This is an optimization exercise on Yosys and OpenROAD, whose aim is small area, not a production implementation. Where RTL was checked, it was by simulation tests only, not by an equivalence proof against the original.

==> flow/design.v <==
`timescale 1ns / 1ps
module srl_oneshot(
		input clk250_i,
		input rst_i,
		input valid_i,
		input trig_i,
		output hold_o,
		output scal_o
    );
	reg flag;
	reg [15:0] delay_line;
	always @(posedge clk250_i) begin
		if (rst_i) flag <= 1'b0;
		else if (trig_i) flag <= 1'b1;
		else if (delay_line[15] && valid_i) flag <= 1'b0;
		delay_line <= {delay_line[14:0],trig_i};
	end
	assign scal_o = flag;
	assign hold_o = delay_line[1];
endmodule
`timescale 1ns / 1ps
module srl_oneshot_with_ref(
		input clk250_i,
		input rst_i,
		input valid_i,
		input pulse_i,
		input trig_i,
		output mon_scal_o,
		output scal_o
    );
	reg mon_x;
	reg mon_edge;
	reg mon_flag;
	reg flag;
	reg [15:0] delay_line;
	reg [15:0] mon_delay_line;
	wire x = flag & pulse_i;
	always @(posedge clk250_i) begin
		if (rst_i) begin
			mon_edge <= 1'b0;
			mon_flag <= 1'b0;
			flag <= 1'b0;
		end else begin
			mon_edge <= x && !mon_x;
			if (mon_edge) mon_flag <= 1'b1;
			else if (mon_delay_line[15] && valid_i) mon_flag <= 1'b0;
			if (trig_i) flag <= 1'b1;
			else if (delay_line[15] && valid_i) flag <= 1'b0;
		end
		mon_x <= x;
		mon_delay_line <= {mon_delay_line[14:0],mon_edge};
		delay_line <= {delay_line[14:0],trig_i};
	end
	assign scal_o = flag;
	assign mon_scal_o = mon_flag;
endmodule
`timescale 1ns / 1ps
module ANITA3_trigger_holdoff(
		input clk250_i,
		input rst_i,
		input trig_i,
		output holdoff_o
    );
	reg holdoff_div_2;
	reg [3:0] holdoff_counter;
	wire [4:0] holdoff_counter_plus_one = holdoff_counter + 1;
	reg trigger_holdoff;
	reg clear_holdoff;
	always @(posedge clk250_i) begin
		if (rst_i) begin
			trigger_holdoff <= 0;
			holdoff_div_2 <= 0;
			holdoff_counter <= {4{1'b0}};
			clear_holdoff <= 0;
		end else begin
			if (clear_holdoff) trigger_holdoff <= 0;
			else if (trig_i) trigger_holdoff <= 1;
			if (!trigger_holdoff) holdoff_div_2 <= 0;
			else holdoff_div_2 <= ~holdoff_div_2;
			if (!trigger_holdoff) holdoff_counter <= {4{1'b0}};
			else if (holdoff_div_2) holdoff_counter <= holdoff_counter_plus_one;
			clear_holdoff <= holdoff_counter_plus_one[4];
		end
	end
	assign holdoff_o = trigger_holdoff;
endmodule
`timescale 1ns / 1ps
module ANITA3_simple_trigger_map(
		input clk250_i,
		input [47:0] L1_i,
		input [31:0] mask_i,
		output [15:0] V_pol_phi_o,
		output [15:0] H_pol_phi_o
    );
	wire [15:0] V_in;
	wire [15:0] H_in;
	assign V_in[0]  = L1_i[4*2+0];  assign V_in[4]  = L1_i[4*2+1];
	assign H_in[0]  = L1_i[4*2+2];  assign H_in[4]  = L1_i[4*2+3];
	assign V_in[2]  = L1_i[4*3+0];  assign V_in[6]  = L1_i[4*3+1];
	assign H_in[2]  = L1_i[4*3+2];  assign H_in[6]  = L1_i[4*3+3];
	assign V_in[1]  = L1_i[4*4+0];  assign V_in[5]  = L1_i[4*4+1];
	assign H_in[1]  = L1_i[4*4+2];  assign H_in[5]  = L1_i[4*4+3];
	assign V_in[3]  = L1_i[4*5+0];  assign V_in[7]  = L1_i[4*5+1];
	assign H_in[3]  = L1_i[4*5+2];  assign H_in[7]  = L1_i[4*5+3];
	assign V_in[15] = L1_i[4*6+0];  assign V_in[11] = L1_i[4*6+1];
	assign H_in[15] = L1_i[4*6+2];  assign H_in[11] = L1_i[4*6+3];
	assign V_in[13] = L1_i[4*7+0];  assign V_in[9]  = L1_i[4*7+1];
	assign H_in[13] = L1_i[4*7+2];  assign H_in[9]  = L1_i[4*7+3];
	assign V_in[14] = L1_i[4*8+0];  assign V_in[10] = L1_i[4*8+1];
	assign H_in[14] = L1_i[4*8+2];  assign H_in[10] = L1_i[4*8+3];
	assign V_in[12] = L1_i[4*9+0];  assign V_in[8]  = L1_i[4*9+1];
	assign H_in[12] = L1_i[4*9+2];  assign H_in[8]  = L1_i[4*9+3];
	reg [15:0] V_pol_phi_reg;
	reg [15:0] H_pol_phi_reg;
	reg [15:0] V_pol_phi_pipe;
	reg [15:0] H_pol_phi_pipe;
	always @(posedge clk250_i) begin
		V_pol_phi_reg <= V_in & ~mask_i[15:0];
		H_pol_phi_reg <= H_in & ~mask_i[31:16];
		V_pol_phi_pipe <= V_pol_phi_reg;
		H_pol_phi_pipe <= H_pol_phi_reg;
	end
	assign V_pol_phi_o = V_pol_phi_pipe;
	assign H_pol_phi_o = H_pol_phi_pipe;
endmodule
`timescale 1ns / 1ps
module ANITA3_simple_trigger( clk250_i,
										rst_i,
										L1_i,
										trig_o,
										scal_o,
										scal_L1_o,
										disable_i,
										refpulse_i,
										mon_scal_o,
										ant_mask_i,
										phi_mask_i,
										phi_o,
										count_o
										);
	input clk250_i;
	input rst_i;
	input [47:0] L1_i;
	input [31:0] ant_mask_i;
	input [31:0] phi_mask_i;
	output trig_o;
	output [31:0] phi_o;
	output [31:0] scal_o;
	output [31:0] scal_L1_o;
	input refpulse_i;
	output [31:0] mon_scal_o;
	output [7:0] count_o;
	input disable_i;
	wire [15:0] V_pol_phi;
	wire [15:0] H_pol_phi;
	wire [15:0] V_pol_hold;
	wire [15:0] H_pol_hold;
	ANITA3_simple_trigger_map u_map(.clk250_i(clk250_i),
											  .mask_i(ant_mask_i),
											  .L1_i(L1_i),
											  .V_pol_phi_o(V_pol_phi),
											  .H_pol_phi_o(H_pol_phi));
	reg [1:0] rst_d;
	always @(posedge clk250_i) rst_d <= {rst_d[0], rst_i};
	wire rst_hold = rst_i | rst_d[0] | rst_d[1];
	reg [4:0] rst_age;
	reg valid;
	always @(posedge clk250_i) begin
		if (rst_i) begin
			rst_age <= 5'd0;
			valid <= 1'b0;
		end else begin
			if (!valid) rst_age <= rst_age + 5'd1;
			if (rst_age == 5'd17) valid <= 1'b1;
		end
	end
	reg [15:0] V_pol_trig;
	reg [15:0] H_pol_trig;
	reg [15:0] V_pol_pat;
	reg [15:0] H_pol_pat;
	reg rf_trigger;
	reg any_rf_trigger;
	reg [1:0] raw_rf_trigger;
	wire trigger_holdoff;
	reg [7:0] raw_rf_count;
	reg rf_count_flag;
	reg [7:0] rf_count;
	reg trig_disable;
	generate
		genvar i;
		for (i=0;i<16;i=i+1) begin : RF_TRIG
			srl_oneshot l1v_scaler(.clk250_i(clk250_i),.rst_i(rst_hold),.valid_i(valid),.trig_i(V_pol_phi[i]),
													.hold_o(V_pol_hold[i]),.scal_o(scal_L1_o[i]));
			srl_oneshot l1h_scaler(.clk250_i(clk250_i),.rst_i(rst_hold),.valid_i(valid),.trig_i(H_pol_phi[i]),
													.hold_o(H_pol_hold[i]),.scal_o(scal_L1_o[16+i]));
			srl_oneshot_with_ref v_scaler(.clk250_i(clk250_i),.rst_i(rst_i),.valid_i(valid),.trig_i(V_pol_trig[i]),.pulse_i(refpulse_i),
													.scal_o(scal_o[i]), .mon_scal_o(mon_scal_o[i]));
			srl_oneshot_with_ref h_scaler(.clk250_i(clk250_i),.rst_i(rst_i),.valid_i(valid),.trig_i(H_pol_trig[i]),.pulse_i(refpulse_i),
													.scal_o(scal_o[16+i]), .mon_scal_o(mon_scal_o[16+i]));
			always @(posedge clk250_i) begin
				if (rst_hold) begin
					V_pol_trig[i] <= 1'b0;
					H_pol_trig[i] <= 1'b0;
				end else begin
					V_pol_trig[i] <= V_pol_phi[i] && V_pol_phi[(i+1)%16] && !phi_mask_i[i];
					H_pol_trig[i] <= H_pol_phi[i] && H_pol_phi[(i+1)%16] && !phi_mask_i[16+i];
				end
			end
		end
	endgenerate
	wire latch_pat = any_rf_trigger && !trigger_holdoff;
	wire pat_load = latch_pat & ~rst_i;
	wire pat_keep = ~latch_pat & ~rst_i;
	always @(posedge clk250_i) begin
		V_pol_pat <= (V_pol_hold & {16{pat_load}}) | (V_pol_pat & {16{pat_keep}});
		H_pol_pat <= (H_pol_hold & {16{pat_load}}) | (H_pol_pat & {16{pat_keep}});
	end
	always @(posedge clk250_i) begin
		if (rst_i) begin
			trig_disable <= 1'b0;
			any_rf_trigger <= 1'b0;
			rf_trigger <= 1'b0;
			raw_rf_trigger <= 2'b00;
			rf_count_flag <= 1'b0;
			raw_rf_count <= 8'd0;
			rf_count <= 8'd0;
		end else begin
			trig_disable <= disable_i;
			any_rf_trigger <= (|H_pol_trig) | (|V_pol_trig);
			rf_trigger <= latch_pat && !trig_disable;
			raw_rf_trigger <= {raw_rf_trigger[0],any_rf_trigger};
			rf_count_flag <= raw_rf_trigger[0] && !raw_rf_trigger[1];
			if (rf_count_flag) raw_rf_count <= raw_rf_count + 8'd1;
			if (rf_count_flag && trigger_holdoff) rf_count <= raw_rf_count;
		end
	end
	ANITA3_trigger_holdoff u_rf_holdoff(.clk250_i(clk250_i),
													.rst_i(rst_i),
													.trig_i(any_rf_trigger),
													.holdoff_o(trigger_holdoff));
	assign trig_o = rf_trigger;
	assign phi_o = {H_pol_pat,V_pol_pat};
	assign count_o = rf_count;
endmodule
Settings: LEC_CHECK=0, CAP_MARGIN=20, CORE_MARGIN=2, CORE_UTILIZATION=40, SLEW_MARGIN=20; clock period 4.0 ns.
standard.sh (not shown) runs the stock make flow with config.mk's settings and CLKGATE_MAP_FILE= SYNTH_SCRIPT=/design/flow/synth_recipe.tcl, a recipe that flattens the netlist after the stock synthesis.
==> flow/flow/run.sh <==
#!/bin/bash
# Standard ORFS layout with three changes: port buffers are buf_1, CTS uses
# clkbuf_8 sink clusters of up to 20 flops, and CTS adds no dummy loads.
set -euo pipefail
export BUFFER_PORTS_ARGS="-buffer_cell sky130_fd_sc_hd__buf_1"
export CTS_ARGS="-sink_clustering_enable -repair_clock_nets -buf_list sky130_fd_sc_hd__clkbuf_8 -sink_clustering_size 20 -sink_clustering_max_diameter 60 -dont_use_dummy_load"
bash standard.sh finish > standard_make.log 2>&1
The baseline finished clean.
Change:
--- a/flow/design.v
+++ b/flow/design.v
@@ -29,18 +29,17 @@
 		output scal_o
     );
-	reg mon_x;
-	reg mon_edge;
+	reg [1:0] mon_flag_reg;
 	reg mon_flag;
 	reg flag;
 	reg [15:0] delay_line;
 	reg [15:0] mon_delay_line;
-	wire x = flag & pulse_i;
+	wire mon_edge = mon_flag_reg[0] && !mon_flag_reg[1];
 	always @(posedge clk250_i) begin
 		if (rst_i) begin
-			mon_edge <= 1'b0;
+			mon_flag_reg[1] <= 1'b1;
 			mon_flag <= 1'b0;
 			flag <= 1'b0;
 		end else begin
-			mon_edge <= x && !mon_x;
+			mon_flag_reg[1] <= mon_flag_reg[0];
 			if (mon_edge) mon_flag <= 1'b1;
 			else if (mon_delay_line[15] && valid_i) mon_flag <= 1'b0;
@@ -48,5 +47,5 @@
 			else if (delay_line[15] && valid_i) flag <= 1'b0;
 		end
-		mon_x <= x;
+		mon_flag_reg[0] <= flag & pulse_i;
 		mon_delay_line <= {mon_delay_line[14:0],mon_edge};
 		delay_line <= {delay_line[14:0],trig_i};
@@ -165,13 +164,8 @@
 	wire rst_hold = rst_i | rst_d[0] | rst_d[1];
 	reg [4:0] rst_age;
-	reg valid;
-	always @(posedge clk250_i) begin
-		if (rst_i) begin
-			rst_age <= 5'd0;
-			valid <= 1'b0;
-		end else begin
-			if (!valid) rst_age <= rst_age + 5'd1;
-			if (rst_age == 5'd17) valid <= 1'b1;
-		end
+	wire valid = rst_age[4] & rst_age[1];
+	always @(posedge clk250_i) begin
+		if (rst_i) rst_age <= 5'd0;
+		else if (!valid) rst_age <= rst_age + 5'd1;
 	end
 	reg [15:0] V_pol_trig;
Effect: The changed run completed with no timing, DRC or antenna violations; utilization came out lower by 0.26 points; routed wire length came out higher by 2.2%; sequential share of layout area came out lower by 0.49 points; worst hold slack is better by 9.6 ps; register-to-register slack is worse by 40 ps; synthesized area came out higher by about 0.7%; via count came out higher by about 3%; global-route usage came out higher by 0.17 points; setup slack is worse by 4.9 ps; die area came out higher by about 0.7%; maximum frequency hardly moves; non-clock buffer count came out lower by 1; critical path depth stays the same; sequential cell count came out lower by 1.
For the second run of this note, only the layout was checked, not whether the RTL still works.

==> what the ideal ports hide <==
No port has a modelled driver above. Below, the same layouts with a new extraction and two added sets of constraints.
Step 1 assumes that a clkbuf_16 drives the clock port and a buf_2 every other input.
Step 2 moves the port delays by t, midway between the first and last clock arrival at a register: inputs arrive t later, outputs are due t later. That takes back most of the time a late clock gives input paths.
Three values: ideal, step 1, step 2; two values: the first two.
run | t, ns | setup slack, ns | hold WS [ns] | worst data-port slew with drivers (ns) | pins driven straight from the clock port
the first run | 0.784 | 1.733 / 1.676 / 1.423 | 0.160 / 0.125 / 0.270 | 0.10 | 1
the second run | 0.775 | 1.728 / 1.663 / 1.575 | 0.170 / 0.127 / 0.257 | 0.13 | 1
After both steps every run listed still meets setup and hold. The setup slack of the first run, which loses most, moves by -0.057 ns with the drivers and by -0.310 ns with both steps.
